This is an optimization exercise on Yosys and OpenROAD, whose aim is small area and a short achievable clock period, not a production implementation. No run shown here included a check of the RTL's function; only the layout flow was run.

==> design/flow/design.v <==
module FA(A,B,C,sum, carry);
	input A,B,C;
	output sum,carry;
	assign sum = A^B^C;
	assign carry = (A&B) | (B&C) | (C&A);
endmodule
module HA(A,B,sum, carry);
	input A,B;
	output sum,carry;
	assign sum = A^B;
	assign carry = A&B;
endmodule
module MAC(A,B,out,clk,reset);
	input [15:0] A,B;
	input clk,reset;
	output [35:0] out;
	reg [35:0] acc;
	wire [35:0] nxt;
	always @(posedge clk or posedge reset)
	begin
		if(reset)
			acc <= 36'd0;
		else
			acc <= nxt;
	end
	assign out = acc;
	wire [255:0] pp;
	genvar gi;
	generate for (gi = 0; gi < 16; gi = gi + 1) begin : ppg
		assign pp[16*gi+15:16*gi] = A & {16{B[gi]}};
	end endgenerate
	wire hs1;
	wire hc2;
	wire fs3;
	wire fc4;
	wire hs5;
	wire hc6;
	wire fs7;
	wire fc8;
	wire fs9;
	wire fc10;
	wire hs11;
	wire hc12;
	wire fs13;
	wire fc14;
	wire fs15;
	wire fc16;
	wire fs17;
	wire fc18;
	wire hs19;
	wire hc20;
	wire fs21;
	wire fc22;
	wire fs23;
	wire fc24;
	wire fs25;
	wire fc26;
	wire fs27;
	wire fc28;
	wire hs29;
	wire hc30;
	wire fs31;
	wire fc32;
	wire fs33;
	wire fc34;
	wire fs35;
	wire fc36;
	wire fs37;
	wire fc38;
	wire fs39;
	wire fc40;
	wire hs41;
	wire hc42;
	wire fs43;
	wire fc44;
	wire fs45;
	wire fc46;
	wire fs47;
	wire fc48;
	wire fs49;
	wire fc50;
	wire fs51;
	wire fc52;
	wire fs53;
	wire fc54;
	wire hs55;
	wire hc56;
	wire fs57;
	wire fc58;
	wire fs59;
	wire fc60;
	wire fs61;
	wire fc62;
	wire fs63;
	wire fc64;
	wire fs65;
	wire fc66;
	wire fs67;
	wire fc68;
	wire fs69;
	wire fc70;
	wire hs71;
	wire hc72;
	wire fs73;
	wire fc74;
	wire fs75;
	wire fc76;
	wire fs77;
	wire fc78;
	wire fs79;
	wire fc80;
	wire fs81;
	wire fc82;
	wire fs83;
	wire fc84;
	wire fs85;
	wire fc86;
	wire fs87;
	wire fc88;
	wire hs89;
	wire hc90;
	wire fs91;
	wire fc92;
	wire fs93;
	wire fc94;
	wire fs95;
	wire fc96;
	wire fs97;
	wire fc98;
	wire fs99;
	wire fc100;
	wire fs101;
	wire fc102;
	wire fs103;
	wire fc104;
	wire fs105;
	wire fc106;
	wire fs107;
	wire fc108;
	wire hs109;
	wire hc110;
	wire fs111;
	wire fc112;
	wire fs113;
	wire fc114;
	wire fs115;
	wire fc116;
	wire fs117;
	wire fc118;
	wire fs119;
	wire fc120;
	wire fs121;
	wire fc122;
	wire fs123;
	wire fc124;
	wire fs125;
	wire fc126;
	wire fs127;
	wire fc128;
	wire fs129;
	wire fc130;
	wire hs131;
	wire hc132;
	wire fs133;
	wire fc134;
	wire fs135;
	wire fc136;
	wire fs137;
	wire fc138;
	wire fs139;
	wire fc140;
	wire fs141;
	wire fc142;
	wire fs143;
	wire fc144;
	wire fs145;
	wire fc146;
	wire fs147;
	wire fc148;
	wire fs149;
	wire fc150;
	wire fs151;
	wire fc152;
	wire fs153;
	wire fc154;
	wire hs155;
	wire hc156;
	wire fs157;
	wire fc158;
	wire fs159;
	wire fc160;
	wire fs161;
	wire fc162;
	wire fs163;
	wire fc164;
	wire fs165;
	wire fc166;
	wire fs167;
	wire fc168;
	wire fs169;
	wire fc170;
	wire fs171;
	wire fc172;
	wire fs173;
	wire fc174;
	wire fs175;
	wire fc176;
	wire fs177;
	wire fc178;
	wire fs179;
	wire fc180;
	wire hs181;
	wire hc182;
	wire fs183;
	wire fc184;
	wire fs185;
	wire fc186;
	wire fs187;
	wire fc188;
	wire fs189;
	wire fc190;
	wire fs191;
	wire fc192;
	wire fs193;
	wire fc194;
	wire fs195;
	wire fc196;
	wire fs197;
	wire fc198;
	wire fs199;
	wire fc200;
	wire fs201;
	wire fc202;
	wire fs203;
	wire fc204;
	wire fs205;
	wire fc206;
	wire fs207;
	wire fc208;
	wire hs209;
	wire hc210;
	wire fs211;
	wire fc212;
	wire fs213;
	wire fc214;
	wire fs215;
	wire fc216;
	wire fs217;
	wire fc218;
	wire fs219;
	wire fc220;
	wire fs221;
	wire fc222;
	wire fs223;
	wire fc224;
	wire fs225;
	wire fc226;
	wire fs227;
	wire fc228;
	wire fs229;
	wire fc230;
	wire fs231;
	wire fc232;
	wire fs233;
	wire fc234;
	wire fs235;
	wire fc236;
	wire fs237;
	wire fc238;
	wire hs239;
	wire hc240;
	wire fs241;
	wire fc242;
	wire fs243;
	wire fc244;
	wire fs245;
	wire fc246;
	wire fs247;
	wire fc248;
	wire fs249;
	wire fc250;
	wire fs251;
	wire fc252;
	wire fs253;
	wire fc254;
	wire fs255;
	wire fc256;
	wire fs257;
	wire fc258;
	wire fs259;
	wire fc260;
	wire fs261;
	wire fc262;
	wire fs263;
	wire fc264;
	wire fs265;
	wire fc266;
	wire fs267;
	wire fc268;
	wire hs269;
	wire hc270;
	wire fs271;
	wire fc272;
	wire fs273;
	wire fc274;
	wire fs275;
	wire fc276;
	wire fs277;
	wire fc278;
	wire fs279;
	wire fc280;
	wire fs281;
	wire fc282;
	wire fs283;
	wire fc284;
	wire fs285;
	wire fc286;
	wire fs287;
	wire fc288;
	wire fs289;
	wire fc290;
	wire fs291;
	wire fc292;
	wire fs293;
	wire fc294;
	wire fs295;
	wire fc296;
	wire fs297;
	wire fc298;
	wire fs299;
	wire fc300;
	wire fs301;
	wire fc302;
	wire fs303;
	wire fc304;
	wire fs305;
	wire fc306;
	wire fs307;
	wire fc308;
	wire fs309;
	wire fc310;
	wire fs311;
	wire fc312;
	wire fs313;
	wire fc314;
	wire fs315;
	wire fc316;
	wire fs317;
	wire fc318;
	wire fs319;
	wire fc320;
	wire fs321;
	wire fc322;
	wire fs323;
	wire fc324;
	wire fs325;
	wire fc326;
	wire fs327;
	wire fc328;
	wire fs329;
	wire fc330;
	wire fs331;
	wire fc332;
	wire fs333;
	wire fc334;
	wire fs335;
	wire fc336;
	wire fs337;
	wire fc338;
	wire fs339;
	wire fc340;
	wire fs341;
	wire fc342;
	wire fs343;
	wire fc344;
	wire fs345;
	wire fc346;
	wire fs347;
	wire fc348;
	wire fs349;
	wire fc350;
	wire fs351;
	wire fc352;
	wire fs353;
	wire fc354;
	wire fs355;
	wire fc356;
	wire fs357;
	wire fc358;
	wire fs359;
	wire fc360;
	wire fs361;
	wire fc362;
	wire fs363;
	wire fc364;
	wire fs365;
	wire fc366;
	wire fs367;
	wire fc368;
	wire fs369;
	wire fc370;
	wire fs371;
	wire fc372;
	wire fs373;
	wire fc374;
	wire fs375;
	wire fc376;
	wire fs377;
	wire fc378;
	wire fs379;
	wire fc380;
	wire fs381;
	wire fc382;
	wire fs383;
	wire fc384;
	wire fs385;
	wire fc386;
	wire fs387;
	wire fc388;
	wire fs389;
	wire fc390;
	wire fs391;
	wire fc392;
	wire fs393;
	wire fc394;
	wire fs395;
	wire fc396;
	wire fs397;
	wire fc398;
	wire fs399;
	wire fc400;
	wire fs401;
	wire fc402;
	wire fs403;
	wire fc404;
	wire fs405;
	wire fc406;
	wire fs407;
	wire fc408;
	wire fs409;
	wire fc410;
	wire fs411;
	wire fc412;
	wire fs413;
	wire fc414;
	wire fs415;
	wire fc416;
	wire fs417;
	wire fc418;
	wire fs419;
	wire fc420;
	wire fs421;
	wire fc422;
	wire fs423;
	wire fc424;
	wire fs425;
	wire fc426;
	wire fs427;
	wire fc428;
	wire fs429;
	wire fc430;
	wire fs431;
	wire fc432;
	wire fs433;
	wire fc434;
	wire fs435;
	wire fc436;
	wire fs437;
	wire fc438;
	wire fs439;
	wire fc440;
	wire fs441;
	wire fc442;
	wire fs443;
	wire fc444;
	wire fs445;
	wire fc446;
	wire fs447;
	wire fc448;
	wire fs449;
	wire fc450;
	wire fs451;
	wire fc452;
	wire fs453;
	wire fc454;
	wire fs455;
	wire fc456;
	wire fs457;
	wire fc458;
	wire fs459;
	wire fc460;
	wire fs461;
	wire fc462;
	wire fs463;
	wire fc464;
	wire fs465;
	wire fc466;
	wire fs467;
	wire fc468;
	wire fs469;
	wire fc470;
	wire fs471;
	wire fc472;
	wire fs473;
	wire fc474;
	wire fs475;
	wire fc476;
	wire fs477;
	wire fc478;
	wire fs479;
	wire fc480;
	wire g0_0;
	wire p0_0;
	wire g0_1;
	wire p0_1;
	wire g0_2;
	wire p0_2;
	wire g0_3;
	wire p0_3;
	wire g0_4;
	wire p0_4;
	wire g0_5;
	wire p0_5;
	wire g0_6;
	wire p0_6;
	wire g0_7;
	wire p0_7;
	wire g0_8;
	wire p0_8;
	wire g0_9;
	wire p0_9;
	wire g0_10;
	wire p0_10;
	wire g0_11;
	wire p0_11;
	wire g0_12;
	wire p0_12;
	wire g0_13;
	wire p0_13;
	wire g0_14;
	wire p0_14;
	wire g0_15;
	wire p0_15;
	wire g0_16;
	wire p0_16;
	wire g0_17;
	wire p0_17;
	wire g0_18;
	wire p0_18;
	wire g0_19;
	wire p0_19;
	wire g0_20;
	wire p0_20;
	wire g0_21;
	wire p0_21;
	wire g0_22;
	wire p0_22;
	wire g0_23;
	wire p0_23;
	wire g0_24;
	wire p0_24;
	wire g0_25;
	wire p0_25;
	wire g0_26;
	wire p0_26;
	wire g0_27;
	wire p0_27;
	wire g0_28;
	wire p0_28;
	wire g0_29;
	wire p0_29;
	wire g0_30;
	wire p0_30;
	wire g0_31;
	wire p0_31;
	wire g0_32;
	wire p0_32;
	wire g0_33;
	wire p0_33;
	wire g0_34;
	wire p0_34;
	wire g0_35;
	wire p0_35;
	wire pg481;
	wire pp_482;
	wire pg483;
	wire pp_484;
	wire pg485;
	wire pp_486;
	wire pg487;
	wire pp_488;
	wire pg489;
	wire pp_490;
	wire pg491;
	wire pp_492;
	wire pg493;
	wire pp_494;
	wire pg495;
	wire pp_496;
	wire pg497;
	wire pp_498;
	wire pg499;
	wire pp_500;
	wire pg501;
	wire pp_502;
	wire pg503;
	wire pp_504;
	wire pg505;
	wire pp_506;
	wire pg507;
	wire pp_508;
	wire pg509;
	wire pp_510;
	wire pg511;
	wire pp_512;
	wire pg513;
	wire pp_514;
	wire pg515;
	wire pp_516;
	wire pg517;
	wire pp_518;
	wire pg519;
	wire pp_520;
	wire pg521;
	wire pp_522;
	wire pg523;
	wire pp_524;
	wire pg525;
	wire pp_526;
	wire pg527;
	wire pp_528;
	wire pg529;
	wire pp_530;
	wire pg531;
	wire pp_532;
	wire pg533;
	wire pp_534;
	wire pg535;
	wire pp_536;
	wire pg537;
	wire pp_538;
	wire pg539;
	wire pp_540;
	wire pg541;
	wire pp_542;
	wire pg543;
	wire pp_544;
	wire pg545;
	wire pp_546;
	wire pg547;
	wire pp_548;
	wire pg549;
	wire pp_550;
	wire pg551;
	wire pp_552;
	wire pg553;
	wire pp_554;
	wire pg555;
	wire pp_556;
	wire pg557;
	wire pp_558;
	wire pg559;
	wire pp_560;
	wire pg561;
	wire pp_562;
	wire pg563;
	wire pp_564;
	wire pg565;
	wire pp_566;
	wire pg567;
	wire pp_568;
	wire pg569;
	wire pp_570;
	wire pg571;
	wire pp_572;
	wire pg573;
	wire pp_574;
	wire pg575;
	wire pp_576;
	wire pg577;
	wire pp_578;
	wire pg579;
	wire pp_580;
	wire pg581;
	wire pp_582;
	wire pg583;
	wire pp_584;
	wire pg585;
	wire pp_586;
	wire pg587;
	wire pp_588;
	wire pg589;
	wire pp_590;
	wire pg591;
	wire pp_592;
	wire pg593;
	wire pp_594;
	wire pg595;
	wire pp_596;
	wire pg597;
	wire pp_598;
	wire pg599;
	wire pp_600;
	wire pg601;
	wire pp_602;
	wire pg603;
	wire pp_604;
	wire pg605;
	wire pp_606;
	wire pg607;
	wire pp_608;
	wire pg609;
	wire pp_610;
	wire pg611;
	wire pp_612;
	wire pg613;
	wire pp_614;
	wire pg615;
	wire pp_616;
	wire pg617;
	wire pp_618;
	wire pg619;
	wire pp_620;
	wire pg621;
	wire pp_622;
	wire pg623;
	wire pp_624;
	wire pg625;
	wire pp_626;
	wire pg627;
	wire pp_628;
	wire pg629;
	wire pp_630;
	wire pg631;
	wire pp_632;
	wire pg633;
	wire pp_634;
	wire pg635;
	wire pp_636;
	wire pg637;
	wire pp_638;
	wire pg639;
	wire pp_640;
	wire pg641;
	wire pp_642;
	wire pg643;
	wire pp_644;
	wire pg645;
	wire pp_646;
	wire pg647;
	wire pp_648;
	wire pg649;
	wire pp_650;
	wire pg651;
	wire pp_652;
	wire pg653;
	wire pp_654;
	wire pg655;
	wire pp_656;
	wire [35:0] x, y;
	HA h2(acc[1], pp[1], hs1, hc2);
	FA f4(acc[2], pp[2], pp[17], fs3, fc4);
	HA h6(pp[32], hc2, hs5, hc6);
	FA f8(acc[3], pp[3], pp[18], fs7, fc8);
	FA f10(pp[33], pp[48], fc4, fs9, fc10);
	HA h12(fs7, hc6, hs11, hc12);
	FA f14(acc[4], pp[4], pp[19], fs13, fc14);
	FA f16(pp[34], pp[49], pp[64], fs15, fc16);
	FA f18(fc8, fs15, fs13, fs17, fc18);
	HA h20(fc10, hc12, hs19, hc20);
	FA f22(acc[5], pp[5], pp[20], fs21, fc22);
	FA f24(pp[35], pp[50], pp[65], fs23, fc24);
	FA f26(pp[80], fc14, fc16, fs25, fc26);
	FA f28(fs23, fs21, fs25, fs27, fc28);
	HA h30(fc18, hc20, hs29, hc30);
	FA f32(acc[6], pp[6], pp[21], fs31, fc32);
	FA f34(pp[36], pp[51], pp[66], fs33, fc34);
	FA f36(pp[81], pp[96], fc22, fs35, fc36);
	FA f38(fc24, fs33, fs31, fs37, fc38);
	FA f40(fc26, fs35, fs37, fs39, fc40);
	HA h42(fc28, fs39, hs41, hc42);
	FA f44(acc[7], pp[7], pp[22], fs43, fc44);
	FA f46(pp[37], pp[52], pp[67], fs45, fc46);
	FA f48(pp[82], pp[97], pp[112], fs47, fc48);
	FA f50(fc32, fc34, fs47, fs49, fc50);
	FA f52(fs45, fs43, fc36, fs51, fc52);
	FA f54(fc38, fs49, fs51, fs53, fc54);
	HA h56(fc40, hc42, hs55, hc56);
	FA f58(acc[8], pp[8], pp[23], fs57, fc58);
	FA f60(pp[38], pp[53], pp[68], fs59, fc60);
	FA f62(pp[83], pp[98], pp[113], fs61, fc62);
	FA f64(pp[128], fc44, fc46, fs63, fc64);
	FA f66(fc48, fs61, fs59, fs65, fc66);
	FA f68(fs57, fs63, fc50, fs67, fc68);
	FA f70(fs65, fc52, fs67, fs69, fc70);
	HA h72(fc54, fs69, hs71, hc72);
	FA f74(acc[9], pp[9], pp[24], fs73, fc74);
	FA f76(pp[39], pp[54], pp[69], fs75, fc76);
	FA f78(pp[84], pp[99], pp[114], fs77, fc78);
	FA f80(pp[129], pp[144], fc58, fs79, fc80);
	FA f82(fc60, fc62, fs77, fs81, fc82);
	FA f84(fs75, fs73, fc64, fs83, fc84);
	FA f86(fs79, fc66, fs81, fs85, fc86);
	FA f88(fs83, fc68, fs85, fs87, fc88);
	HA h90(fc70, fs87, hs89, hc90);
	FA f92(acc[10], pp[10], pp[25], fs91, fc92);
	FA f94(pp[40], pp[55], pp[70], fs93, fc94);
	FA f96(pp[85], pp[100], pp[115], fs95, fc96);
	FA f98(pp[130], pp[145], pp[160], fs97, fc98);
	FA f100(fc74, fc76, fc78, fs99, fc100);
	FA f102(fs97, fs95, fs93, fs101, fc102);
	FA f104(fs91, fc80, fs99, fs103, fc104);
	FA f106(fc82, fs101, fc84, fs105, fc106);
	FA f108(fs103, fc86, fs105, fs107, fc108);
	HA h110(fc88, hc90, hs109, hc110);
	FA f112(acc[11], pp[11], pp[26], fs111, fc112);
	FA f114(pp[41], pp[56], pp[71], fs113, fc114);
	FA f116(pp[86], pp[101], pp[116], fs115, fc116);
	FA f118(pp[131], pp[146], pp[161], fs117, fc118);
	FA f120(pp[176], fc92, fc94, fs119, fc120);
	FA f122(fc96, fc98, fs117, fs121, fc122);
	FA f124(fs115, fs113, fs111, fs123, fc124);
	FA f126(fc100, fs119, fc102, fs125, fc126);
	FA f128(fs123, fs121, fc104, fs127, fc128);
	FA f130(fs125, fc106, fs127, fs129, fc130);
	HA h132(fc108, fs129, hs131, hc132);
	FA f134(acc[12], pp[12], pp[27], fs133, fc134);
	FA f136(pp[42], pp[57], pp[72], fs135, fc136);
	FA f138(pp[87], pp[102], pp[117], fs137, fc138);
	FA f140(pp[132], pp[147], pp[162], fs139, fc140);
	FA f142(pp[177], pp[192], fc112, fs141, fc142);
	FA f144(fc114, fc116, fc118, fs143, fc144);
	FA f146(fs139, fs137, fs135, fs145, fc146);
	FA f148(fs133, fc120, fs143, fs147, fc148);
	FA f150(fs141, fc122, fc124, fs149, fc150);
	FA f152(fs145, fc126, fs149, fs151, fc152);
	FA f154(fs147, fc128, fs151, fs153, fc154);
	HA h156(fc130, fs153, hs155, hc156);
	FA f158(acc[13], pp[13], pp[28], fs157, fc158);
	FA f160(pp[43], pp[58], pp[73], fs159, fc160);
	FA f162(pp[88], pp[103], pp[118], fs161, fc162);
	FA f164(pp[133], pp[148], pp[163], fs163, fc164);
	FA f166(pp[178], pp[193], pp[208], fs165, fc166);
	FA f168(fc134, fc136, fc138, fs167, fc168);
	FA f170(fc140, fs165, fs163, fs169, fc170);
	FA f172(fs161, fs159, fs157, fs171, fc172);
	FA f174(fc142, fc144, fs167, fs173, fc174);
	FA f176(fc146, fs171, fs169, fs175, fc176);
	FA f178(fc148, fc150, fs173, fs177, fc178);
	FA f180(fs175, fc152, fs177, fs179, fc180);
	HA h182(fc154, fs179, hs181, hc182);
	FA f184(acc[14], pp[14], pp[29], fs183, fc184);
	FA f186(pp[44], pp[59], pp[74], fs185, fc186);
	FA f188(pp[89], pp[104], pp[119], fs187, fc188);
	FA f190(pp[134], pp[149], pp[164], fs189, fc190);
	FA f192(pp[179], pp[194], pp[209], fs191, fc192);
	FA f194(pp[224], fc158, fc160, fs193, fc194);
	FA f196(fc162, fc164, fc166, fs195, fc196);
	FA f198(fs191, fs189, fs187, fs197, fc198);
	FA f200(fs185, fs183, fc168, fs199, fc200);
	FA f202(fs195, fs193, fc170, fs201, fc202);
	FA f204(fc172, fs197, fs199, fs203, fc204);
	FA f206(fc174, fs201, fc176, fs205, fc206);
	FA f208(fs203, fc178, fs205, fs207, fc208);
	HA h210(fc180, fs207, hs209, hc210);
	FA f212(acc[15], pp[15], pp[30], fs211, fc212);
	FA f214(pp[45], pp[60], pp[75], fs213, fc214);
	FA f216(pp[90], pp[105], pp[120], fs215, fc216);
	FA f218(pp[135], pp[150], pp[165], fs217, fc218);
	FA f220(pp[180], pp[195], pp[210], fs219, fc220);
	FA f222(pp[225], pp[240], fc184, fs221, fc222);
	FA f224(fc186, fc188, fc190, fs223, fc224);
	FA f226(fc192, fs219, fs217, fs225, fc226);
	FA f228(fs215, fs213, fs211, fs227, fc228);
	FA f230(fc194, fc196, fs223, fs229, fc230);
	FA f232(fs221, fc198, fs227, fs231, fc232);
	FA f234(fs225, fc200, fc202, fs233, fc234);
	FA f236(fs229, fs231, fc204, fs235, fc236);
	FA f238(fs233, fc206, fs235, fs237, fc238);
	HA h240(fc208, hc210, hs239, hc240);
	FA f242(acc[16], pp[31], pp[46], fs241, fc242);
	FA f244(pp[61], pp[76], pp[91], fs243, fc244);
	FA f246(pp[106], pp[121], pp[136], fs245, fc246);
	FA f248(pp[151], pp[166], pp[181], fs247, fc248);
	FA f250(pp[196], pp[211], pp[226], fs249, fc250);
	FA f252(pp[241], fc212, fc214, fs251, fc252);
	FA f254(fc216, fc218, fc220, fs253, fc254);
	FA f256(fs249, fs247, fs245, fs255, fc256);
	FA f258(fs243, fs241, fc222, fs257, fc258);
	FA f260(fc224, fs253, fs251, fs259, fc260);
	FA f262(fc226, fc228, fs255, fs261, fc262);
	FA f264(fs257, fc230, fs259, fs263, fc264);
	FA f266(fc232, fs261, fc234, fs265, fc266);
	FA f268(fs263, fc236, fs265, fs267, fc268);
	HA h270(fc238, fs267, hs269, hc270);
	FA f272(acc[17], pp[47], pp[62], fs271, fc272);
	FA f274(pp[77], pp[92], pp[107], fs273, fc274);
	FA f276(pp[122], pp[137], pp[152], fs275, fc276);
	FA f278(pp[167], pp[182], pp[197], fs277, fc278);
	FA f280(pp[212], pp[227], pp[242], fs279, fc280);
	FA f282(fc242, fc244, fc246, fs281, fc282);
	FA f284(fc248, fc250, fs279, fs283, fc284);
	FA f286(fs277, fs275, fs273, fs285, fc286);
	FA f288(fs271, fc252, fc254, fs287, fc288);
	FA f290(fs281, fc256, fs285, fs289, fc290);
	FA f292(fs283, fc258, fs287, fs291, fc292);
	FA f294(fc260, fc262, fs289, fs293, fc294);
	FA f296(fs291, fc264, fs293, fs295, fc296);
	FA f298(fc266, fs295, fc268, fs297, fc298);
	FA f300(acc[18], pp[63], pp[78], fs299, fc300);
	FA f302(pp[93], pp[108], pp[123], fs301, fc302);
	FA f304(pp[138], pp[153], pp[168], fs303, fc304);
	FA f306(pp[183], pp[198], pp[213], fs305, fc306);
	FA f308(pp[228], pp[243], fc272, fs307, fc308);
	FA f310(fc274, fc276, fc278, fs309, fc310);
	FA f312(fc280, fs305, fs303, fs311, fc312);
	FA f314(fs301, fs299, fc282, fs313, fc314);
	FA f316(fs309, fs307, fc284, fs315, fc316);
	FA f318(fc286, fs311, fc288, fs317, fc318);
	FA f320(fs313, fs315, fc290, fs319, fc320);
	FA f322(fc292, fs317, fs319, fs321, fc322);
	FA f324(fc294, fs321, fc296, fs323, fc324);
	FA f326(acc[19], pp[79], pp[94], fs325, fc326);
	FA f328(pp[109], pp[124], pp[139], fs327, fc328);
	FA f330(pp[154], pp[169], pp[184], fs329, fc330);
	FA f332(pp[199], pp[214], pp[229], fs331, fc332);
	FA f334(pp[244], fc300, fc302, fs333, fc334);
	FA f336(fc304, fc306, fs331, fs335, fc336);
	FA f338(fs329, fs327, fs325, fs337, fc338);
	FA f340(fc308, fc310, fs333, fs339, fc340);
	FA f342(fc312, fs337, fs335, fs341, fc342);
	FA f344(fc314, fc316, fs339, fs343, fc344);
	FA f346(fs341, fc318, fc320, fs345, fc346);
	FA f348(fs343, fs345, fc322, fs347, fc348);
	FA f350(acc[20], pp[95], pp[110], fs349, fc350);
	FA f352(pp[125], pp[140], pp[155], fs351, fc352);
	FA f354(pp[170], pp[185], pp[200], fs353, fc354);
	FA f356(pp[215], pp[230], pp[245], fs355, fc356);
	FA f358(fc326, fc328, fc330, fs357, fc358);
	FA f360(fc332, fs355, fs353, fs359, fc360);
	FA f362(fs351, fs349, fc334, fs361, fc362);
	FA f364(fs357, fc336, fc338, fs363, fc364);
	FA f366(fs359, fs361, fc340, fs365, fc366);
	FA f368(fs363, fc342, fs365, fs367, fc368);
	FA f370(fc344, fc346, fs367, fs369, fc370);
	FA f372(acc[21], pp[111], pp[126], fs371, fc372);
	FA f374(pp[141], pp[156], pp[171], fs373, fc374);
	FA f376(pp[186], pp[201], pp[216], fs375, fc376);
	FA f378(pp[231], pp[246], fc350, fs377, fc378);
	FA f380(fc352, fc354, fc356, fs379, fc380);
	FA f382(fs375, fs373, fs371, fs381, fc382);
	FA f384(fc358, fs379, fs377, fs383, fc384);
	FA f386(fc360, fs381, fc362, fs385, fc386);
	FA f388(fc364, fs383, fc366, fs387, fc388);
	FA f390(fs385, fs387, fc368, fs389, fc390);
	FA f392(acc[22], pp[127], pp[142], fs391, fc392);
	FA f394(pp[157], pp[172], pp[187], fs393, fc394);
	FA f396(pp[202], pp[217], pp[232], fs395, fc396);
	FA f398(pp[247], fc372, fc374, fs397, fc398);
	FA f400(fc376, fs395, fs393, fs399, fc400);
	FA f402(fs391, fc378, fc380, fs401, fc402);
	FA f404(fs397, fc382, fs399, fs403, fc404);
	FA f406(fs401, fc384, fs403, fs405, fc406);
	FA f408(fc386, fs405, fc388, fs407, fc408);
	FA f410(acc[23], pp[143], pp[158], fs409, fc410);
	FA f412(pp[173], pp[188], pp[203], fs411, fc412);
	FA f414(pp[218], pp[233], pp[248], fs413, fc414);
	FA f416(fc392, fc394, fc396, fs415, fc416);
	FA f418(fs413, fs411, fs409, fs417, fc418);
	FA f420(fc398, fs415, fc400, fs419, fc420);
	FA f422(fs417, fc402, fs419, fs421, fc422);
	FA f424(fc404, fs421, fc406, fs423, fc424);
	FA f426(acc[24], pp[159], pp[174], fs425, fc426);
	FA f428(pp[189], pp[204], pp[219], fs427, fc428);
	FA f430(pp[234], pp[249], fc410, fs429, fc430);
	FA f432(fc412, fc414, fs427, fs431, fc432);
	FA f434(fs425, fc416, fs429, fs433, fc434);
	FA f436(fc418, fs431, fc420, fs435, fc436);
	FA f438(fs433, fs435, fc422, fs437, fc438);
	FA f440(acc[25], pp[175], pp[190], fs439, fc440);
	FA f442(pp[205], pp[220], pp[235], fs441, fc442);
	FA f444(pp[250], fc426, fc428, fs443, fc444);
	FA f446(fs441, fs439, fc430, fs445, fc446);
	FA f448(fs443, fc432, fs445, fs447, fc448);
	FA f450(fc434, fc436, fs447, fs449, fc450);
	FA f452(acc[26], pp[191], pp[206], fs451, fc452);
	FA f454(pp[221], pp[236], pp[251], fs453, fc454);
	FA f456(fc440, fc442, fs453, fs455, fc456);
	FA f458(fs451, fc444, fs455, fs457, fc458);
	FA f460(fc446, fs457, fc448, fs459, fc460);
	FA f462(acc[27], pp[207], pp[222], fs461, fc462);
	FA f464(pp[237], pp[252], fc452, fs463, fc464);
	FA f466(fc454, fs461, fs463, fs465, fc466);
	FA f468(fc456, fs465, fc458, fs467, fc468);
	FA f470(acc[28], pp[223], pp[238], fs469, fc470);
	FA f472(pp[253], fc462, fs469, fs471, fc472);
	FA f474(fc464, fs471, fc466, fs473, fc474);
	FA f476(acc[29], pp[239], pp[254], fs475, fc476);
	FA f478(fc470, fs475, fc472, fs477, fc478);
	FA f480(acc[30], pp[255], fc476, fs479, fc480);
	assign x[0] = acc[0];
	assign y[0] = pp[0];
	assign x[1] = pp[16];
	assign y[1] = hs1;
	assign x[2] = fs3;
	assign y[2] = hs5;
	assign x[3] = fs9;
	assign y[3] = hs11;
	assign x[4] = fs17;
	assign y[4] = hs19;
	assign x[5] = fs27;
	assign y[5] = hs29;
	assign x[6] = hc30;
	assign y[6] = hs41;
	assign x[7] = fs53;
	assign y[7] = hs55;
	assign x[8] = hc56;
	assign y[8] = hs71;
	assign x[9] = hc72;
	assign y[9] = hs89;
	assign x[10] = fs107;
	assign y[10] = hs109;
	assign x[11] = hc110;
	assign y[11] = hs131;
	assign x[12] = hc132;
	assign y[12] = hs155;
	assign x[13] = hc156;
	assign y[13] = hs181;
	assign x[14] = hc182;
	assign y[14] = hs209;
	assign x[15] = fs237;
	assign y[15] = hs239;
	assign x[16] = hc240;
	assign y[16] = hs269;
	assign x[17] = hc270;
	assign y[17] = fs297;
	assign x[18] = fs323;
	assign y[18] = fc298;
	assign x[19] = fs347;
	assign y[19] = fc324;
	assign x[20] = fc348;
	assign y[20] = fs369;
	assign x[21] = fs389;
	assign y[21] = fc370;
	assign x[22] = fs407;
	assign y[22] = fc390;
	assign x[23] = fs423;
	assign y[23] = fc408;
	assign x[24] = fs437;
	assign y[24] = fc424;
	assign x[25] = fc438;
	assign y[25] = fs449;
	assign x[26] = fs459;
	assign y[26] = fc450;
	assign x[27] = fs467;
	assign y[27] = fc460;
	assign x[28] = fs473;
	assign y[28] = fc468;
	assign x[29] = fs477;
	assign y[29] = fc474;
	assign x[30] = fs479;
	assign y[30] = fc478;
	assign x[31] = acc[31];
	assign y[31] = fc480;
	assign x[32] = acc[32];
	assign y[32] = 1'b0;
	assign x[33] = acc[33];
	assign y[33] = 1'b0;
	assign x[34] = acc[34];
	assign y[34] = 1'b0;
	assign x[35] = acc[35];
	assign y[35] = 1'b0;
	assign g0_0 = x[0] & y[0];
	assign p0_0 = x[0] ^ y[0];
	assign g0_1 = x[1] & y[1];
	assign p0_1 = x[1] ^ y[1];
	assign g0_2 = x[2] & y[2];
	assign p0_2 = x[2] ^ y[2];
	assign g0_3 = x[3] & y[3];
	assign p0_3 = x[3] ^ y[3];
	assign g0_4 = x[4] & y[4];
	assign p0_4 = x[4] ^ y[4];
	assign g0_5 = x[5] & y[5];
	assign p0_5 = x[5] ^ y[5];
	assign g0_6 = x[6] & y[6];
	assign p0_6 = x[6] ^ y[6];
	assign g0_7 = x[7] & y[7];
	assign p0_7 = x[7] ^ y[7];
	assign g0_8 = x[8] & y[8];
	assign p0_8 = x[8] ^ y[8];
	assign g0_9 = x[9] & y[9];
	assign p0_9 = x[9] ^ y[9];
	assign g0_10 = x[10] & y[10];
	assign p0_10 = x[10] ^ y[10];
	assign g0_11 = x[11] & y[11];
	assign p0_11 = x[11] ^ y[11];
	assign g0_12 = x[12] & y[12];
	assign p0_12 = x[12] ^ y[12];
	assign g0_13 = x[13] & y[13];
	assign p0_13 = x[13] ^ y[13];
	assign g0_14 = x[14] & y[14];
	assign p0_14 = x[14] ^ y[14];
	assign g0_15 = x[15] & y[15];
	assign p0_15 = x[15] ^ y[15];
	assign g0_16 = x[16] & y[16];
	assign p0_16 = x[16] ^ y[16];
	assign g0_17 = x[17] & y[17];
	assign p0_17 = x[17] ^ y[17];
	assign g0_18 = x[18] & y[18];
	assign p0_18 = x[18] ^ y[18];
	assign g0_19 = x[19] & y[19];
	assign p0_19 = x[19] ^ y[19];
	assign g0_20 = x[20] & y[20];
	assign p0_20 = x[20] ^ y[20];
	assign g0_21 = x[21] & y[21];
	assign p0_21 = x[21] ^ y[21];
	assign g0_22 = x[22] & y[22];
	assign p0_22 = x[22] ^ y[22];
	assign g0_23 = x[23] & y[23];
	assign p0_23 = x[23] ^ y[23];
	assign g0_24 = x[24] & y[24];
	assign p0_24 = x[24] ^ y[24];
	assign g0_25 = x[25] & y[25];
	assign p0_25 = x[25] ^ y[25];
	assign g0_26 = x[26] & y[26];
	assign p0_26 = x[26] ^ y[26];
	assign g0_27 = x[27] & y[27];
	assign p0_27 = x[27] ^ y[27];
	assign g0_28 = x[28] & y[28];
	assign p0_28 = x[28] ^ y[28];
	assign g0_29 = x[29] & y[29];
	assign p0_29 = x[29] ^ y[29];
	assign g0_30 = x[30] & y[30];
	assign p0_30 = x[30] ^ y[30];
	assign g0_31 = x[31] & y[31];
	assign p0_31 = x[31] ^ y[31];
	assign g0_32 = x[32] & y[32];
	assign p0_32 = x[32] ^ y[32];
	assign g0_33 = x[33] & y[33];
	assign p0_33 = x[33] ^ y[33];
	assign g0_34 = x[34] & y[34];
	assign p0_34 = x[34] ^ y[34];
	assign g0_35 = x[35] & y[35];
	assign p0_35 = x[35] ^ y[35];
	assign pg481 = g0_1 | (p0_1 & g0_0);
	assign pp_482 = p0_1 & p0_0;
	assign pg483 = g0_3 | (p0_3 & g0_2);
	assign pp_484 = p0_3 & p0_2;
	assign pg485 = g0_5 | (p0_5 & g0_4);
	assign pp_486 = p0_5 & p0_4;
	assign pg487 = g0_7 | (p0_7 & g0_6);
	assign pp_488 = p0_7 & p0_6;
	assign pg489 = g0_9 | (p0_9 & g0_8);
	assign pp_490 = p0_9 & p0_8;
	assign pg491 = g0_11 | (p0_11 & g0_10);
	assign pp_492 = p0_11 & p0_10;
	assign pg493 = g0_13 | (p0_13 & g0_12);
	assign pp_494 = p0_13 & p0_12;
	assign pg495 = g0_15 | (p0_15 & g0_14);
	assign pp_496 = p0_15 & p0_14;
	assign pg497 = g0_17 | (p0_17 & g0_16);
	assign pp_498 = p0_17 & p0_16;
	assign pg499 = g0_19 | (p0_19 & g0_18);
	assign pp_500 = p0_19 & p0_18;
	assign pg501 = g0_21 | (p0_21 & g0_20);
	assign pp_502 = p0_21 & p0_20;
	assign pg503 = g0_23 | (p0_23 & g0_22);
	assign pp_504 = p0_23 & p0_22;
	assign pg505 = g0_25 | (p0_25 & g0_24);
	assign pp_506 = p0_25 & p0_24;
	assign pg507 = g0_27 | (p0_27 & g0_26);
	assign pp_508 = p0_27 & p0_26;
	assign pg509 = g0_29 | (p0_29 & g0_28);
	assign pp_510 = p0_29 & p0_28;
	assign pg511 = g0_31 | (p0_31 & g0_30);
	assign pp_512 = p0_31 & p0_30;
	assign pg513 = g0_33 | (p0_33 & g0_32);
	assign pp_514 = p0_33 & p0_32;
	assign pg515 = g0_35 | (p0_35 & g0_34);
	assign pp_516 = p0_35 & p0_34;
	assign pg517 = g0_2 | (p0_2 & pg481);
	assign pp_518 = p0_2 & pp_482;
	assign pg519 = pg483 | (pp_484 & pg481);
	assign pp_520 = pp_484 & pp_482;
	assign pg521 = g0_6 | (p0_6 & pg485);
	assign pp_522 = p0_6 & pp_486;
	assign pg523 = pg487 | (pp_488 & pg485);
	assign pp_524 = pp_488 & pp_486;
	assign pg525 = g0_10 | (p0_10 & pg489);
	assign pp_526 = p0_10 & pp_490;
	assign pg527 = pg491 | (pp_492 & pg489);
	assign pp_528 = pp_492 & pp_490;
	assign pg529 = g0_14 | (p0_14 & pg493);
	assign pp_530 = p0_14 & pp_494;
	assign pg531 = pg495 | (pp_496 & pg493);
	assign pp_532 = pp_496 & pp_494;
	assign pg533 = g0_18 | (p0_18 & pg497);
	assign pp_534 = p0_18 & pp_498;
	assign pg535 = pg499 | (pp_500 & pg497);
	assign pp_536 = pp_500 & pp_498;
	assign pg537 = g0_22 | (p0_22 & pg501);
	assign pp_538 = p0_22 & pp_502;
	assign pg539 = pg503 | (pp_504 & pg501);
	assign pp_540 = pp_504 & pp_502;
	assign pg541 = g0_26 | (p0_26 & pg505);
	assign pp_542 = p0_26 & pp_506;
	assign pg543 = pg507 | (pp_508 & pg505);
	assign pp_544 = pp_508 & pp_506;
	assign pg545 = g0_30 | (p0_30 & pg509);
	assign pp_546 = p0_30 & pp_510;
	assign pg547 = pg511 | (pp_512 & pg509);
	assign pp_548 = pp_512 & pp_510;
	assign pg549 = g0_34 | (p0_34 & pg513);
	assign pp_550 = p0_34 & pp_514;
	assign pg551 = pg515 | (pp_516 & pg513);
	assign pp_552 = pp_516 & pp_514;
	assign pg553 = g0_4 | (p0_4 & pg519);
	assign pp_554 = p0_4 & pp_520;
	assign pg555 = pg485 | (pp_486 & pg519);
	assign pp_556 = pp_486 & pp_520;
	assign pg557 = pg521 | (pp_522 & pg519);
	assign pp_558 = pp_522 & pp_520;
	assign pg559 = pg523 | (pp_524 & pg519);
	assign pp_560 = pp_524 & pp_520;
	assign pg561 = g0_12 | (p0_12 & pg527);
	assign pp_562 = p0_12 & pp_528;
	assign pg563 = pg493 | (pp_494 & pg527);
	assign pp_564 = pp_494 & pp_528;
	assign pg565 = pg529 | (pp_530 & pg527);
	assign pp_566 = pp_530 & pp_528;
	assign pg567 = pg531 | (pp_532 & pg527);
	assign pp_568 = pp_532 & pp_528;
	assign pg569 = g0_20 | (p0_20 & pg535);
	assign pp_570 = p0_20 & pp_536;
	assign pg571 = pg501 | (pp_502 & pg535);
	assign pp_572 = pp_502 & pp_536;
	assign pg573 = pg537 | (pp_538 & pg535);
	assign pp_574 = pp_538 & pp_536;
	assign pg575 = pg539 | (pp_540 & pg535);
	assign pp_576 = pp_540 & pp_536;
	assign pg577 = g0_28 | (p0_28 & pg543);
	assign pp_578 = p0_28 & pp_544;
	assign pg579 = pg509 | (pp_510 & pg543);
	assign pp_580 = pp_510 & pp_544;
	assign pg581 = pg545 | (pp_546 & pg543);
	assign pp_582 = pp_546 & pp_544;
	assign pg583 = pg547 | (pp_548 & pg543);
	assign pp_584 = pp_548 & pp_544;
	assign pg585 = g0_8 | (p0_8 & pg559);
	assign pp_586 = p0_8 & pp_560;
	assign pg587 = pg489 | (pp_490 & pg559);
	assign pp_588 = pp_490 & pp_560;
	assign pg589 = pg525 | (pp_526 & pg559);
	assign pp_590 = pp_526 & pp_560;
	assign pg591 = pg527 | (pp_528 & pg559);
	assign pp_592 = pp_528 & pp_560;
	assign pg593 = pg561 | (pp_562 & pg559);
	assign pp_594 = pp_562 & pp_560;
	assign pg595 = pg563 | (pp_564 & pg559);
	assign pp_596 = pp_564 & pp_560;
	assign pg597 = pg565 | (pp_566 & pg559);
	assign pp_598 = pp_566 & pp_560;
	assign pg599 = pg567 | (pp_568 & pg559);
	assign pp_600 = pp_568 & pp_560;
	assign pg601 = g0_24 | (p0_24 & pg575);
	assign pp_602 = p0_24 & pp_576;
	assign pg603 = pg505 | (pp_506 & pg575);
	assign pp_604 = pp_506 & pp_576;
	assign pg605 = pg541 | (pp_542 & pg575);
	assign pp_606 = pp_542 & pp_576;
	assign pg607 = pg543 | (pp_544 & pg575);
	assign pp_608 = pp_544 & pp_576;
	assign pg609 = pg577 | (pp_578 & pg575);
	assign pp_610 = pp_578 & pp_576;
	assign pg611 = pg579 | (pp_580 & pg575);
	assign pp_612 = pp_580 & pp_576;
	assign pg613 = pg581 | (pp_582 & pg575);
	assign pp_614 = pp_582 & pp_576;
	assign pg615 = pg583 | (pp_584 & pg575);
	assign pp_616 = pp_584 & pp_576;
	assign pg617 = g0_16 | (p0_16 & pg599);
	assign pp_618 = p0_16 & pp_600;
	assign pg619 = pg497 | (pp_498 & pg599);
	assign pp_620 = pp_498 & pp_600;
	assign pg621 = pg533 | (pp_534 & pg599);
	assign pp_622 = pp_534 & pp_600;
	assign pg623 = pg535 | (pp_536 & pg599);
	assign pp_624 = pp_536 & pp_600;
	assign pg625 = pg569 | (pp_570 & pg599);
	assign pp_626 = pp_570 & pp_600;
	assign pg627 = pg571 | (pp_572 & pg599);
	assign pp_628 = pp_572 & pp_600;
	assign pg629 = pg573 | (pp_574 & pg599);
	assign pp_630 = pp_574 & pp_600;
	assign pg631 = pg575 | (pp_576 & pg599);
	assign pp_632 = pp_576 & pp_600;
	assign pg633 = pg601 | (pp_602 & pg599);
	assign pp_634 = pp_602 & pp_600;
	assign pg635 = pg603 | (pp_604 & pg599);
	assign pp_636 = pp_604 & pp_600;
	assign pg637 = pg605 | (pp_606 & pg599);
	assign pp_638 = pp_606 & pp_600;
	assign pg639 = pg607 | (pp_608 & pg599);
	assign pp_640 = pp_608 & pp_600;
	assign pg641 = pg609 | (pp_610 & pg599);
	assign pp_642 = pp_610 & pp_600;
	assign pg643 = pg611 | (pp_612 & pg599);
	assign pp_644 = pp_612 & pp_600;
	assign pg645 = pg613 | (pp_614 & pg599);
	assign pp_646 = pp_614 & pp_600;
	assign pg647 = pg615 | (pp_616 & pg599);
	assign pp_648 = pp_616 & pp_600;
	assign pg649 = g0_32 | (p0_32 & pg647);
	assign pp_650 = p0_32 & pp_648;
	assign pg651 = pg513 | (pp_514 & pg647);
	assign pp_652 = pp_514 & pp_648;
	assign pg653 = pg549 | (pp_550 & pg647);
	assign pp_654 = pp_550 & pp_648;
	assign pg655 = pg551 | (pp_552 & pg647);
	assign pp_656 = pp_552 & pp_648;
	assign nxt[0] = p0_0;
	assign nxt[1] = p0_1 ^ g0_0;
	assign nxt[2] = p0_2 ^ pg481;
	assign nxt[3] = p0_3 ^ pg517;
	assign nxt[4] = p0_4 ^ pg519;
	assign nxt[5] = p0_5 ^ pg553;
	assign nxt[6] = p0_6 ^ pg555;
	assign nxt[7] = p0_7 ^ pg557;
	assign nxt[8] = p0_8 ^ pg559;
	assign nxt[9] = p0_9 ^ pg585;
	assign nxt[10] = p0_10 ^ pg587;
	assign nxt[11] = p0_11 ^ pg589;
	assign nxt[12] = p0_12 ^ pg591;
	assign nxt[13] = p0_13 ^ pg593;
	assign nxt[14] = p0_14 ^ pg595;
	assign nxt[15] = p0_15 ^ pg597;
	assign nxt[16] = p0_16 ^ pg599;
	assign nxt[17] = p0_17 ^ pg617;
	assign nxt[18] = p0_18 ^ pg619;
	assign nxt[19] = p0_19 ^ pg621;
	assign nxt[20] = p0_20 ^ pg623;
	assign nxt[21] = p0_21 ^ pg625;
	assign nxt[22] = p0_22 ^ pg627;
	assign nxt[23] = p0_23 ^ pg629;
	assign nxt[24] = p0_24 ^ pg631;
	assign nxt[25] = p0_25 ^ pg633;
	assign nxt[26] = p0_26 ^ pg635;
	assign nxt[27] = p0_27 ^ pg637;
	assign nxt[28] = p0_28 ^ pg639;
	assign nxt[29] = p0_29 ^ pg641;
	assign nxt[30] = p0_30 ^ pg643;
	assign nxt[31] = p0_31 ^ pg645;
	assign nxt[32] = p0_32 ^ pg647;
	assign nxt[33] = p0_33 ^ pg649;
	assign nxt[34] = p0_34 ^ pg651;
	assign nxt[35] = p0_35 ^ pg653;
endmodule
==> design/flow/run.sh <==
#!/bin/bash
# synth_recipe.tcl (not shown) runs the flow's synth.tcl, then flattens the netlist and writes it again
# the make line also repeats each setting of config.mk as NAME=value (left out here)
make -C /OpenROAD-flow-scripts/flow DESIGN_CONFIG=/design/flow/config.mk WORK_HOME=/design/flow/orfs CLKGATE_MAP_FILE= SYNTH_SCRIPT=/design/flow/synth_recipe.tcl finish
==> design/flow/constraint.sdc <==
create_clock -name core_clock -period 19.0 [get_ports {clk}]
set_input_delay 3.8000 -clock core_clock [delete_from_list [all_inputs] [get_ports {clk}]]
set_output_delay 3.8000 -clock core_clock [all_outputs]
set_load 0.01 [all_outputs]
==> design/flow/config.mk <==
export PLATFORM = sky130hd
export DESIGN_NAME = MAC
export DESIGN_NICKNAME = MAC
export VERILOG_FILES = /design/flow/design.v
export SDC_FILE = /design/flow/constraint.sdc
export NUM_CORES = 4
export LEC_CHECK = 0
export CAP_MARGIN = 20
export CORE_MARGIN = 2
export CORE_UTILIZATION = 40
export SLEW_MARGIN = 20
export SYNTH_HIERARCHICAL = 1
export SYNTH_MINIMUM_KEEP_SIZE = 0
==> results.txt, run 1 <==
Setup Fix Bufs, Post-CTS=0; Worst R2R Path Depth=18; Clock transition at path regs=~0.060 ns; CTS Hold Bufs=0; NumNets Final=1121; Total Wirelength=23300 um; run status=complete, no violations; Syn Nets=1073; Post-Synthesis Cells=roughly 760; Post-Synth Adder-Cell Area=0.588; Slew HR=0.478; Syn Area/Cell=11.6 um2; CTS tree=done; GPL Wtd Cong=0.800; slew at the pin closest to its max-slew limit=a little under 0.8 ns; worst endpoint required time=19.16 ns; global-route wire length before repair=38300 um; RSZ-0062 raised after global routing=false; Total GRT Usage=0.215; Slew Viols, Final=0; Synth Area in XOR/XNOR=0.0218; fmax=approximately 100 MHz; largest net degree at the start of global routing=37; largest family of logic cells by synthesized area=adder cells; share of the synthesized area in the top cell type=0.520; clock skew=roughly 0.0068 ns; Post-synth EDFFs=0; WL/cell=21.3 um; final setup violation count=0; Yosys Warn Count=7; pre-CTS setup slack=8.70 ns; arrival time at the worst endpoint=10.16 ns; Tmin final=9.99 ns; mux contribution to synthesized area=0; row count=54; top flop regs=acc: 36 flops; CORE AREA=21800 um2; synth cell count leaders=and2_1, fa_1, ha_1; part of the Yosys area used for sequential elements=0.102; MaxCap Viol Count=0; Die ar.=23300 um2; # DRC=0; most frequent cell after synthesis=and2_1; PortBufs=between 60 and 70; compound-cell area share of the yosys netlist=0.0485; H-tree Lvls=2; final hold vios=0; num ports=70; flops & latches, synth=36; die width=153 um; drt pass-1 iters=6; fraction of layout cells with a size suffix above 1=0.0333; post-synth cell types=43; Starting Density=0.405; clk root buf=clkbuf_16; Clk Latency, worst-skew pair=0.29 ns; Bufs on Longest Clock Path=2; worst-path maximum fanout=16; post-cts resize count=0; Post-Syn Area=8820 um2; cell taking the most area after synthesis=fa_1; die height=153 um; Detail Route Antenna Nets=0; number of global-route vias before repair=6650; P&R area growth vs syn=12.7%; synth top area cells=fa_1, and2_1, dfrtp_1; ys async rst share=1.00; Hold Path Depth=1; clk sinks=36; GRT overflow=0; initial antenna violation count=0; initial DRC count=198; Top reg by flops=acc; Hold Path Class=flip-flop to flip-flop; Setup crit start kind=primary input; WS Path Type=primary input to flip-flop; worst setup margin=between 9 and 10 ns; Critical Path Sink Type=flip-flop; DR vias/cell=5.21; crit share post-route=0.526; Largest register FFs=36; TritonCTS Buffers=5; Final HPWL DP=18000 um; post-synthesis simple-gate area fraction=0.214; Synth Flop Type=dfrtp_1; via count=5692; setup_tns=0 ns
metal layers:
metal | GRT usage | routed length [um] | vias to the layer above
met5 | 0 | 0 | -
li1 | - | - | 2489
met1 | 0.298 | 10200 | 3052
met2 | 0.373 | 11900 | 128
met4 | 0.0379 | 329 | 0
met3 | 0.0247 | 882 | 23
Yosys stat by module, one instance, submodules excluded:
module  flip-flops and latches  cells inside
HA                           0             1
FA                           0             1
MAC                         36           522
cell type report:
type	instances	area [um2]
Fill cell	2014	11800
Multi-Input combinational cell	670	7690
Sequential cell	36	901
Timing Repair Buffer	77	751
Tap cell	280	350
Clock buffer	6	129
Inverter	20	75.1
Clock inverter	2	35.0
Antenna cell	1	2.50
cells in the final DEF, fill, tap and decap left out, drive strengths merged, types with 2 or more instances in the layout:
cell	netlist	layout
and2	258	258
fa	229	229
clkdlybuf4s50	0	69
ha	48	48
dfrtp	36	36
nor2	20	20
inv	20	19
a21oi	18	18
xnor2	15	15
o21ai	12	12
nand2	9	9
buf	4	8
xor2	7	7
nand2b	6	6
clkbuf	32	6
nand3	5	5
a21o	5	5
nor2b	4	4
nor3	4	4
o21bai	4	4
and3	3	3
a31oi	3	3
o311ai	3	3
o21a	2	2
a211oi	2	2
a21boi	2	2
clkinv	0	2
kinds of logic after synthesis:
| logic type | after synthesis |
|---|---|
| and+or+nand+nor | 314 |
| buffers and inverters | 56 |
| xor gates and xnor gates | 22 |
| DFF | 36 |
| adders and majority gates | 277 |
| AOI/OAI and AO/OA | 57 |
critical path, cell delays in order:
cell and delay, ns:
clkdlybuf4s50_1 0.81, and2_1 0.39, fa_1 0.46, fa_1 0.50, fa_1 0.46, fa_1 0.39, fa_1 0.45, fa_1 0.39
fa_1 0.45, ha_1 0.35, a21o_1 0.18, a21o_1 0.16, a21oi_1 0.25, nor2_1 0.09, o21bai_1 0.23, nand2_1 0.12
a21oi_1 0.23, o21bai_1 0.10, ha_1 0.19, xor2_1 0.15
worst paths after layout:
kind                       slack [ns]               from                end
max                              9.01               B[8]  acc[33]$_DFF_PP0_
min in group asynchronous        3.97              reset   acc[5]$_DFF_PP0_
min                              0.47  acc[35]$_DFF_PP0_  acc[35]$_DFF_PP0_
max reg2reg                     13.31  acc[13]$_DFF_PP0_  acc[33]$_DFF_PP0_
min reg2reg                      0.47  acc[35]$_DFF_PP0_  acc[35]$_DFF_PP0_
max in group asynchronous       14.68              reset  acc[12]$_DFF_PP0_
metrics by stage:
step / hold slack, ns / area [um2] / instances / utilization
2_1_floorplan: 0.448 / 8820 / 762 / -
3_3_place_gp: 0.463 / 9770 / 1083 / 0.449
3_5_place_dp: 0.471 / 9770 / 1083 / 0.449
4_1_cts: 0.479 / 9940 / 1091 / 0.457
5_1_grt: 0.513 / 9940 / 1091 / 0.457
6_report: 0.473 / 9940 / 1092 / 0.457
==> run 2: changes to the inputs <==
==> design/flow/flow/run.sh (new file) <==
#!/bin/bash
# The standard layout (standard synthesis, floorplan, place, CTS, route), with repair_timing
# asked for a larger setup slack than 0 so that it keeps shortening the critical path.
# Each tool's full output is also kept by ORFS under orfs/logs/.
set -euo pipefail
MARGIN=$(cat flow/setup_margin.txt)
bash standard.sh SETUP_SLACK_MARGIN=$MARGIN finish > make_finish.log 2>&1
==> design/flow/flow/setup_margin.txt (new file) <==
10
==> design/flow/standard.sh (new file) <==
#!/bin/bash
# synth_recipe.tcl (not shown) runs the flow's synth.tcl, then flattens the netlist and writes it again
# the make line also repeats each setting of config.mk as NAME=value (left out here)
make -C /OpenROAD-flow-scripts/flow DESIGN_CONFIG=/design/flow/config.mk WORK_HOME=/design/flow/orfs CLKGATE_MAP_FILE= SYNTH_SCRIPT=/design/flow/synth_recipe.tcl "${@:-finish}"
removed: design/flow/run.sh
==> run 2 against run 1 <==
Net effect: clock-buffer cell count fell by 1; critical path type unchanged; critical path depth fell by 2; via count fell by 0.23%; synthesized cell count did not move.
==> results.txt, run 2 <==
run status=complete, no violations; clk sinks=36; Antenna diodes=0; largest net degree at the start of global routing=37; ys async rst share=1.00; P&R area growth vs syn=13.8%; fin util=0.462; Total GRT Usage=0.214; GPL Wtd Cong=0.813; crit share post-route=0.468; most frequent cell after synthesis=and2_1; Storage cell area=between 900 and 1000 um2; die width=153 um; Clock transition at path regs=0.08 ns; Critical Path Sink Type=flip-flop; Syn Area/Cell=about 12 um2; Total Wirelength=23100 um; Tmin final=8.89 ns; NumNets Final=1130; CP peak stage delay=between 0.5 and 0.6 ns; global-route wire length before repair=38200 um; Top reg by flops=acc; Starting Density=0.405; initial antenna violation count=0; slowest stage cell, crit path=fa_1; WL/cell=around 21 um; slew at the pin closest to its max-slew limit=0.537 ns; cell mode on critical path=fa_1; via count=5679; initial DRC count=about 200; die height=roughly 150 um; Hold Path Class=flip-flop to flip-flop; GRT overflow=0; row count=54; Largest register FFs=36; Clk Latency, worst-skew pair=0.31 ns; Min Hold Slack=about 0.48 ns; final setup violation count=0; synth top area cells=fa_1, and2_1, dfrtp_1; crit path cell chain=clkbuf_4, and2_1, fa_1, fa_1, fa_1, fa_1, fa_1, fa_1, ha_4, a21o_1, a21o_1, a21oi_4, nor2_1, o21bai_2, buf_4, a21boi_2, or4_1, o311ai_2; Post-Synthesis Cells=between 700 and 800; num ports=70; DR vias/cell=5.16; Detail Route Antenna Nets=0; synth cell count leaders=and2_1, fa_1, ha_1; MaxCap Viol Count=0; Syn Nets=1073; clock skew=0.0137 ns; Cells after DPL=roughly 1100; most common cell after layout, fill and taps aside=and2_1; part of the Yosys area used for sequential elements=0.102; Bufs on Longest Clock Path=2; Die ar.=around 23000 um2; FILL cells=2078; CTS tree=done; setup_tns=0 ns; flops & latches, synth=36; TritonCTS Buffers=5; Final HPWL DP=around 18000 um; Slew HR=0.642; number of global-route vias before repair=6645; drt pass-1 iters=4; non-filler cells, final=1100; Yosys Warn Count=7; H-tree Lvls=2; worst endpoint required time=between 15 and 20 ns; most frequent cells in the layout=and2_1, fa_1, ha_1; clk root buf=clkbuf_16; Setup crit start kind=primary input; Slew Viols, Final=0; WS Path Type=primary input to flip-flop; top flop regs=acc: 36 flops; arrival time at the worst endpoint=9.10 ns; share of the synthesized area in the top cell type=0.520; CTS Hold Bufs=0; fmax=112 MHz; RSZ-0062 raised after global routing=true; final hold vios=0; post-synth cell types=43; Post-Syn Area=8820 um2; fraction of layout cells with a size suffix above 1=0.115; # DRC=0; cell taking the most area after synthesis=fa_1; Post-synth EDFFs=0; worst-path maximum fanout=16; Synth Flop Type=dfrtp_1; footprint of the multi-input gates=7830 um2; PortBufs=69; CORE AREA=approximately 22000 um2
## run 2: worst max-delay path: cells and delay by family
family	cells	cell delay, ns
adder cells (fa/ha/maj)	7	3.25
AO/OA/AOI/OAI	6	0.92
AND/OR/NAND/NOR	3	0.73
buffers and inverters	2	0.38
## run 2: per-layer routing
metal / track usage / vias to the layer above / wire [um]
li1: - / 2503 / -
met5: 0 / - / 0
met3: 0.0336 / 30 / 1160
met2: 0.352 / 142 / 11300
met4: 0.0525 / 0 / 576
met1: 0.301 / 3004 / 10100
## run 2: final timing paths
check / startpoint / endpoint / slack (ns) / depth (start not counted)
worst max-delay path: B[7] / acc[29]$_DFF_PP0_ / 10.11 / 18
worst min-delay path: acc[35]$_DFF_PP0_ / acc[35]$_DFF_PP0_ / 0.48 / 1
worst max register to register: acc[12]$_DFF_PP0_ / acc[29]$_DFF_PP0_ / 13.62 / 17
worst min register to register: acc[35]$_DFF_PP0_ / acc[35]$_DFF_PP0_ / 0.48 / 1
max in group asynchronous: reset / acc[12]$_DFF_PP0_ / 14.69 / 3
min in group asynchronous: reset / acc[29]$_DFF_PP0_ / 3.93 / 3
## run 2: layout make-up
type / count / share of cell area
multi-input cells: 670 / 0.780
clock buffers: 5 / 0.0125
well taps: 280 / 0.0349
inverters: 20 / 0.00748
repair buffers: 86 / 0.0730
clock inverters: 3 / 0.00237
flip-flops and latches: 36 / 0.0897
## run 2: cell families after synthesis
group,Yosys count,share of synthesized area
and+or+nand+nor,314,0.214
adders and majority gates,277,0.588
AOI/OAI and AO/OA,57,0.0485
buffers and inverters,56,0.0255
DFF,36,0.102
xor gates and xnor gates,22,0.0218
## run 2: repair_timing
action	in CTS	in global routing
pin swaps	13	7
gates cloned	1	0
resized for setup	153	44
setup buffers	9	3
setup endpoints to repair	21	14
## run 2: metrics by stage
| stage | setup WS (ns) | cell area, um2 |
|---|---|---|
| after floorplan | 10.00 | 8840 |
| after global placement | 8.65 | 9760 |
| after detailed placement | 8.64 | 9760 |
| after CTS | 10.01 | 9940 |
| after global routing | 9.97 | 10000 |
| final | 10.11 | 10000 |
## run 2: per-module statistics from Yosys (local to each module, per instance)
| module | area (um2) | flip-flops and latches |
|---|---|---|
| HA | 12.5 | 0 |
| MAC | 4140 | 36 |
| FA | 20.0 | 0 |
==> run 3: changes to the inputs <==
==> design/flow/flow/setup_margin.txt (replaced) <==
12
==> run 3 against run 2 <==
Net effect: routed wire length rose by 9.3%; worst setup slack improved by 0.11 ns; maximum frequency rose by 1.3%; final cell count rose by 2.9%; first-iteration DRC count rose by 94%; sequential share of layout area fell by 0.93 points; largest cell class unchanged.
==> results.txt, run 3 <==
P&R area growth vs syn=27.0%; most frequent cells in the layout=and2_1, fa_1, fa_2; most common cell after layout, fill and taps aside=and2_1; synth top area cells=fa_1, and2_1, dfrtp_1; CTS tree=done; largest family of logic cells by synthesized area=adder cells; FILL cells=1885; Post-synth EDFFs=0; clk sinks=36; NumNets Final=1162; initial antenna violation count=0; Slew HR=0.630; GPL Wtd Cong=0.827; Antenna diodes=0; final hold vios=0; Hold Path Class=flip-flop to flip-flop; via count=6075; Top reg by flops=acc; Critical Path Sink Type=flip-flop; Synth Flop Type=dfrtp_1; final setup violation count=0; mux contribution to synthesized area=0; Post-Syn Area=slightly below 9000 um2; clock skew=0.00716 ns; Clk Latency, worst-skew pair=0.31 ns; # DRC=0; num ports=70; Total GRT Usage=0.227; Post-Synth Adder-Cell Area=0.588; WS Path Type=primary input to flip-flop; PortBufs=69; Worst R2R Path Depth=17; Setup crit start kind=primary input; Synth Area in XOR/XNOR=0.0218; synth cell count leaders=and2_1, fa_1, ha_1; Syn Nets=1073; cell taking the most area after synthesis=fa_1; drt pass-1 iters=5; die width=around 150 um; Slew Viols, Final=0; largest net degree at the start of global routing=37; slew at the pin closest to its max-slew limit=0.555 ns; WL/cell=around 22 um; Starting Density=0.405; RSZ-0062 raised after global routing=true; compound-cell area share of the yosys netlist=0.0485; setup_tns=0 ns; post-synthesis simple-gate area fraction=0.214; most frequent cell after synthesis=and2_1; Post-Synthesis Cells=762; GRT overflow=0; flops & latches, synth=36; MaxCap Viol Count=0; Die ar.=23300 um2; crit share post-route=0.462; share of the synthesized area in the top cell type=0.520; fmax=114 MHz; worst-path maximum fanout=4; Yosys Warn Count=7; Total Wirelength=25300 um; Hold Path Depth=1; run status=complete, no violations; initial DRC count=~400; clk root buf=clkbuf_16; Largest register FFs=36; global-route wire length before repair=40600 um; Final HPWL DP=19100 um; CORE AREA=~22000 um2; TritonCTS Buffers=5; worst endpoint required time=19.21 ns; arrival time at the worst endpoint=roughly 9 ns; Detail Route Antenna Nets=0; die height=153 um; fin util=0.515; row count=between 50 and 60; part of the Yosys area used for sequential elements=0.102; top flop regs=acc: 36 flops; ys async rst share=1.00; DR vias/cell=~5.4; Tmin final=8.78 ns; H-tree Lvls=2; Clock transition at path regs=0.07 ns; Syn Area/Cell=approximately 12 um2; fraction of layout cells with a size suffix above 1=0.288; number of global-route vias before repair=6979; post-synth cell types=43; Bufs on Longest Clock Path=2; Storage cell area=901 um2; footprint of the multi-input gates=about 8500 um2
[run 3: timing repair]
| action | 4_1_cts | 5_1_grt |
|---|---|---|
| endpoints found under the hold margin | 0 | 0 |
| buffers inserted | 38 | 8 |
| setup endpoints to repair | 30 | 27 |
| pin swaps | 65 | 30 |
| hold buffers | 0 | 0 |
| cloned | 0 | 1 |
| resized for setup | 305 | 46 |
[run 3: cell families after synthesis]
logic type / count (synthesis)
AOI/OAI and AO/OA: 57
xor gates and xnor gates: 22
adders and majority gates: 277
buffers and inverters: 56
DFF: 36
and+or+nand+nor: 314
[run 3: metrics by stage]
| step | hold WS (ns) | instances | setup slack (ns) | area (um2) |
|---|---|---|---|---|
| after global routing | 0.499 | 1132 | 10.12 | 11200 |
| after global placement | 0.465 | 1077 | 8.79 | 10100 |
| final | 0.470 | 1132 | 10.22 | 11200 |
| after detailed placement | 0.470 | 1077 | 8.72 | 10100 |
| after CTS | 0.476 | 1123 | 10.25 | 10900 |
| after floorplan | 0.448 | 762 | 10.17 | 9270 |
[run 3: final timing paths]
kind	end	slack [ns]	from
min in group asynchronous	acc[0]$_DFF_PP0_	3.93	reset
max reg2reg	acc[26]$_DFF_PP0_	13.61	acc[13]$_DFF_PP0_
max in group asynchronous	acc[13]$_DFF_PP0_	14.68	reset
min reg2reg	acc[35]$_DFF_PP0_	0.47	acc[35]$_DFF_PP0_
max	acc[26]$_DFF_PP0_	10.22	A[0]
min	acc[35]$_DFF_PP0_	0.47	acc[35]$_DFF_PP0_
[run 3: cell type report]
cell class,instances,share of cell area
well taps,280,0.0313
clock inverters,3,0.00212
repair buffers,118,0.113
flip-flops and latches,36,0.0804
clock buffers,5,0.0112
inverters,20,0.00670
multi-input cells,670,0.756
[run 3: per-layer routing]
metal / GRT usage / wire length, um / part of all wire
met5: 0 / 0 / 0
met4: 0.0600 / 645 / 0.025
met3: 0.0330 / 1130 / 0.045
met2: 0.382 / 12900 / 0.51
met1: 0.310 / 10600 / 0.42
[run 3: critical path, stage by stage]
cell	delay (ns)
buf_6	0.09
buf_6	0.12
and2_4	0.14
fa_2	0.39
fa_1	0.50
fa_2	0.36
fa_2	0.34
fa_1	0.47
fa_2	0.37
fa_1	0.55
ha_4	0.21
a21o_1	0.17
a21o_1	0.20
a21oi_4	0.19
buf_4	0.15
nand2b_1	0.06
a22o_4	0.25
a21o_4	0.24
and2_4	0.15
o311ai_2	0.22
[run 3: per-module statistics from Yosys, one instance, submodules excluded]
module  cells inside  area [um2]  flip-flops and latches  times used
FA                 1        20.0                       0         224
HA                 1        12.5                       0          16
MAC              522        4140                      36           1

-- what the ideal ports hide --
How much do the figures lean on ideal ports? The routed layouts below were timed once more, with nothing changed but the port constraints. Step 1, drivers: a clkbuf_16 drives clk and a buf_2 each remaining input, both assumed. Step 2 also shifts input and output timing later by t, the mid clock arrival at the registers, as if the neighbouring blocks saw the same clock. a / b / c = no drivers / after step 1 / after step 2; a / b = the first two.
| run | t, ns | slack for setup (ns) | worst setup path at the end | clock arrival spread, ns | pins driven straight from the clock port |
|---|---|---|---|---|---|
| run 1 | 0.330 | 9.005 / 9.020 / 8.691 | input to register | 0.007 / 0.007 | 1 |
| run 2 | 0.344 | 10.110 / 10.126 / 9.782 | input to register | 0.013 / 0.014 | 1 |
| run 3 | 0.342 | 10.223 / 10.216 / 9.874 | input to register | 0.007 / 0.008 | 1 |
After both steps setup and hold are still met in every run listed. The setup slack of run 3, which loses most, moves by -0.007 ns with the drivers and by -0.349 ns with both steps.
